This is an optimization exercise on Yosys and OpenROAD, whose aim is small area, not a production implementation.
Only simulation tests tie the RTL to the original design; equivalence was not proved.
The clock port is modelled as an ideal driver, which makes a skipped or thinned clock tree look cheaper than it is; a real chip needs a root buffer or a tree.
Power and IR drop assume default switching activity.

Setup of main:
==> module fancy_fader, before the edit <==
module fancy_fader(input wire clk, input wire rst, input wire [15:0] random,
	output wire ws2812_out, output wire trigger, output wire data_request);
	reg [10:0] cnt;
	reg hold;
	reg [3:0] ci;
	reg [3:0] start;
	reg [2:0] e;
	reg [2:0] rgb;    
	reg [14:0] ring [0:9];
	reg [3:0] d;
	reg curbit;
	wire in_tx = (cnt[10:7] == 4'd0);
	wire req = (cnt == 11'd128);
	wire [3:0] ci_next = ci + 4'd1;
	wire led_end = rgb[2];
	wire sixteenth = (ci_next == start);
	wire last = led_end && sixteenth && (e == 3'd7);
	wire step = in_tx && (cnt[6:0] == 7'd119);
	wire insert = req && !hold && last && (start == 4'd0);
	assign data_request = req;
	wire gap_end = &cnt;
	assign trigger = ~hold | gap_end;
	assign ws2812_out = in_tx && ((cnt[3:0] < 4'd4) || (curbit && (cnt[3:0] < 4'd9)));
	always @(posedge clk) begin
		if (rst) begin
			cnt <= 11'd1327;
			hold <= 1'b0;
		end else begin
			if (req)
				cnt <= hold ? 11'd176 : 11'd0;
			else
				cnt <= (cnt + 11'd1) | {3'd0, gap_end, 7'd0};
			if (req && !hold && last)
				hold <= 1'b1;
			else if (gap_end)
				hold <= 1'b0;
		end
	end
	always @(posedge clk) begin
		if (rst) begin
			ci <= 4'd0;
			start <= 4'd0;
			e <= 3'd0;
			rgb <= 3'b001;
		end else if (step) begin
			if (!led_end) begin
				rgb <= {rgb[1:0], 1'b0};
			end else begin
				rgb <= 3'b001;
				if (!last) begin
					ci <= ci_next;
					if (sixteenth)
						e <= e + 3'd1;
				end else begin
					e <= 3'd0;
					start <= ci;
				end
			end
		end
	end
	wire d_hold = in_tx && led_end && (cnt[6:1] == 6'd59) && (last || (cnt[0] && ci == 4'hf));
	always @(posedge clk) begin
		if (rst)
			d <= 4'd0;
		else if (!d_hold)
			d <= (d == 4'd9) ? 4'd0 : d + 4'd1;
	end
	wire clear = !hold && cnt[10] && !cnt[4];
	integer i;
	always @(posedge clk) begin
		for (i = 1; i < 10; i = i + 1)
			ring[i] <= ring[i-1];
		ring[0] <= clear ? 15'd0 : (insert && !d[2]) ? random[14:0] : ring[9];
		ring[5] <= (insert && d[2]) ? random[14:0] : ring[4];
	end
	wire [4:0] a = ({5{rgb[0]}} & ring[0][4:0]) | ({5{rgb[1]}} & ring[0][9:5]) | ({5{rgb[2]}} & ring[0][14:10]);
	wire [4:0] b = ({5{rgb[0]}} & ring[9][4:0]) | ({5{rgb[1]}} & ring[9][9:5]) | ({5{rgb[2]}} & ring[9][14:10]);
	wire [4:0] m0 = ci[0] ? b : a;
	wire [4:0] m1 = ci[1] ? b : a;
	wire [4:0] m2 = ci[2] ? b : a;
	wire [4:0] m3 = ci[3] ? b : a;
	wire [5:0] s0 = a + m0;
	wire [6:0] s1 = {m2, 1'b0} + m1;
	wire [8:0] mix = {s1, 1'b0} + s0 + {m3, 3'b0};
	wire [2:0] bsel = in_tx ? cnt[6:4] + {2'd0, cnt[3]} : 3'd0;
	wire load_ok = !in_tx || (cnt[3:2] != 2'b01);
	wire [2:0] bpos = ~bsel;
	wire [7:0] color = mix[8:1];
	always @(posedge clk)
		if (load_ok && d == 4'd0)
			curbit <= color[bpos];
endmodule
Settings: LEC_CHECK=0, CAP_MARGIN=20, CORE_MARGIN=2, CORE_UTILIZATION=40, SLEW_MARGIN=20, CTS_LEAVES=18, CTS_LEAF_CELL=sky130_fd_sc_hd__clkbuf_4, CTS_ROOT_CELL=sky130_fd_sc_hd__clkbuf_4, PRE_CTS_TCL=/design/flow/flow/mycts.tcl, BUFFER_PORTS_ARGS=-buffer_cell sky130_fd_sc_hd__buf_1, PRE_RESIZE_TCL=/design/flow/flow/downsize.tcl; clock period 12.0 ns.
standard.sh (not shown) runs the stock make flow with config.mk's settings and CLKGATE_MAP_FILE= SYNTH_SCRIPT=/design/flow/synth_recipe.tcl, a recipe that flattens the netlist after the stock synthesis.
==> flow/flow/run.sh <==
#!/bin/bash
# own flow: the standard flow (standard.sh, unchanged synthesis) with
# extra ORFS settings: a hand-built two-level clock tree (flow/mycts.tcl)
# instead of TritonCTS, small port buffers, and logic cells taken down to
# their smallest drive strength before repair_design (flow/downsize.tcl).
HERE=$(pwd)
cat >> config.mk <<EOC
export CTS_LEAVES = 18
export CTS_LEAF_CELL = sky130_fd_sc_hd__clkbuf_4
export CTS_ROOT_CELL = sky130_fd_sc_hd__clkbuf_4
export PRE_CTS_TCL = $HERE/flow/mycts.tcl
export BUFFER_PORTS_ARGS = -buffer_cell sky130_fd_sc_hd__buf_1
export PRE_RESIZE_TCL = $HERE/flow/downsize.tcl
EOC
bash standard.sh > standard.log 2>&1
Other scripts of this flow, unchanged in this note and not shown: flow/flow/downsize.tcl, flow/flow/mycts.tcl
main ran to completion and came out clean on the timing, DRC and antenna checks.
### main -> the feature branch
--- a/flow/design.v
+++ b/flow/design.v
@@ -22,21 +22,22 @@
 	wire step = in_tx && (cnt[6:0] == 7'd119);
 	wire insert = req && !hold && last && (start == 4'd0);
 	assign data_request = req;
-	wire gap_end = &cnt;
-	assign trigger = ~hold | gap_end;
+	assign trigger = ~hold;
 	assign ws2812_out = in_tx && ((cnt[3:0] < 4'd4) || (curbit && (cnt[3:0] < 4'd9)));
 	always @(posedge clk) begin
 		if (rst) begin
-			cnt <= 11'd1327;
+			cnt <= 11'd1280;
 			hold <= 1'b0;
 		end else begin
-			if (req)
-				cnt <= hold ? 11'd176 : 11'd0;
+			if (req && !hold)
+				cnt <= 11'd0;
+			else if (cnt == 11'd2000)
+				cnt <= 11'd128;
 			else
-				cnt <= (cnt + 11'd1) | {3'd0, gap_end, 7'd0};
+				cnt <= cnt + 11'd1;
 			if (req && !hold && last)
 				hold <= 1'b1;
-			else if (gap_end)
+			else if (cnt == 11'd1999)
 				hold <= 1'b0;
 		end
 	end
--- outcome ---
Going from main to the feature branch, combinational fraction of design power fell 2.7 points; number of nets produced by synthesis saw an increase; met3 wire length rose 35%; post-route fraction of the period consumed by the critical path lost 0.57 points; flip-flop and latch power went down about 1%. Summary: with main as the reference, final cell count without fillers in the feature branch moved down slightly. Taking main as the reference point, the detailed-router iteration count before antenna repair of the feature branch rises by 3. Looking at mux cell area share after synthesis, the feature branch sits 1.0 points higher than main does. On compound-cell area share of the yosys netlist: between main and the feature branch, it ends up higher for main.
In every run of this note, the design's own scripts or RTL, not TritonCTS, make the clock network.

-- static timing again, ports no longer ideal --
The results above use ideal ports. As a check the final layouts listed here were re-extracted and re-timed, cells and wires unchanged. Step 1 (the two cells are an assumption about what drives the block):
set clk [get_ports {clk}]
set_driving_cell -lib_cell sky130_fd_sc_hd__clkbuf_16 $clk
set_driving_cell -lib_cell sky130_fd_sc_hd__buf_2 [delete_from_list [all_inputs] $clk]
Step 2 also shifts input and output timing later by t, the mid clock arrival at the registers, as if the neighbouring blocks saw the same clock. Slacks: ideal / step 1 / step 2; pairs: ideal / step 1.
run | t (ns) | slack for setup (ns) | hold WS [ns]
main | 0.603 | 7.499 / 7.498 / 7.499 | 0.324 / 0.324 / 0.324
the feature branch | 0.619 | 7.567 / 7.540 / 7.567 | 0.328 / 0.328 / 0.328
After both steps every run listed still meets setup and hold.
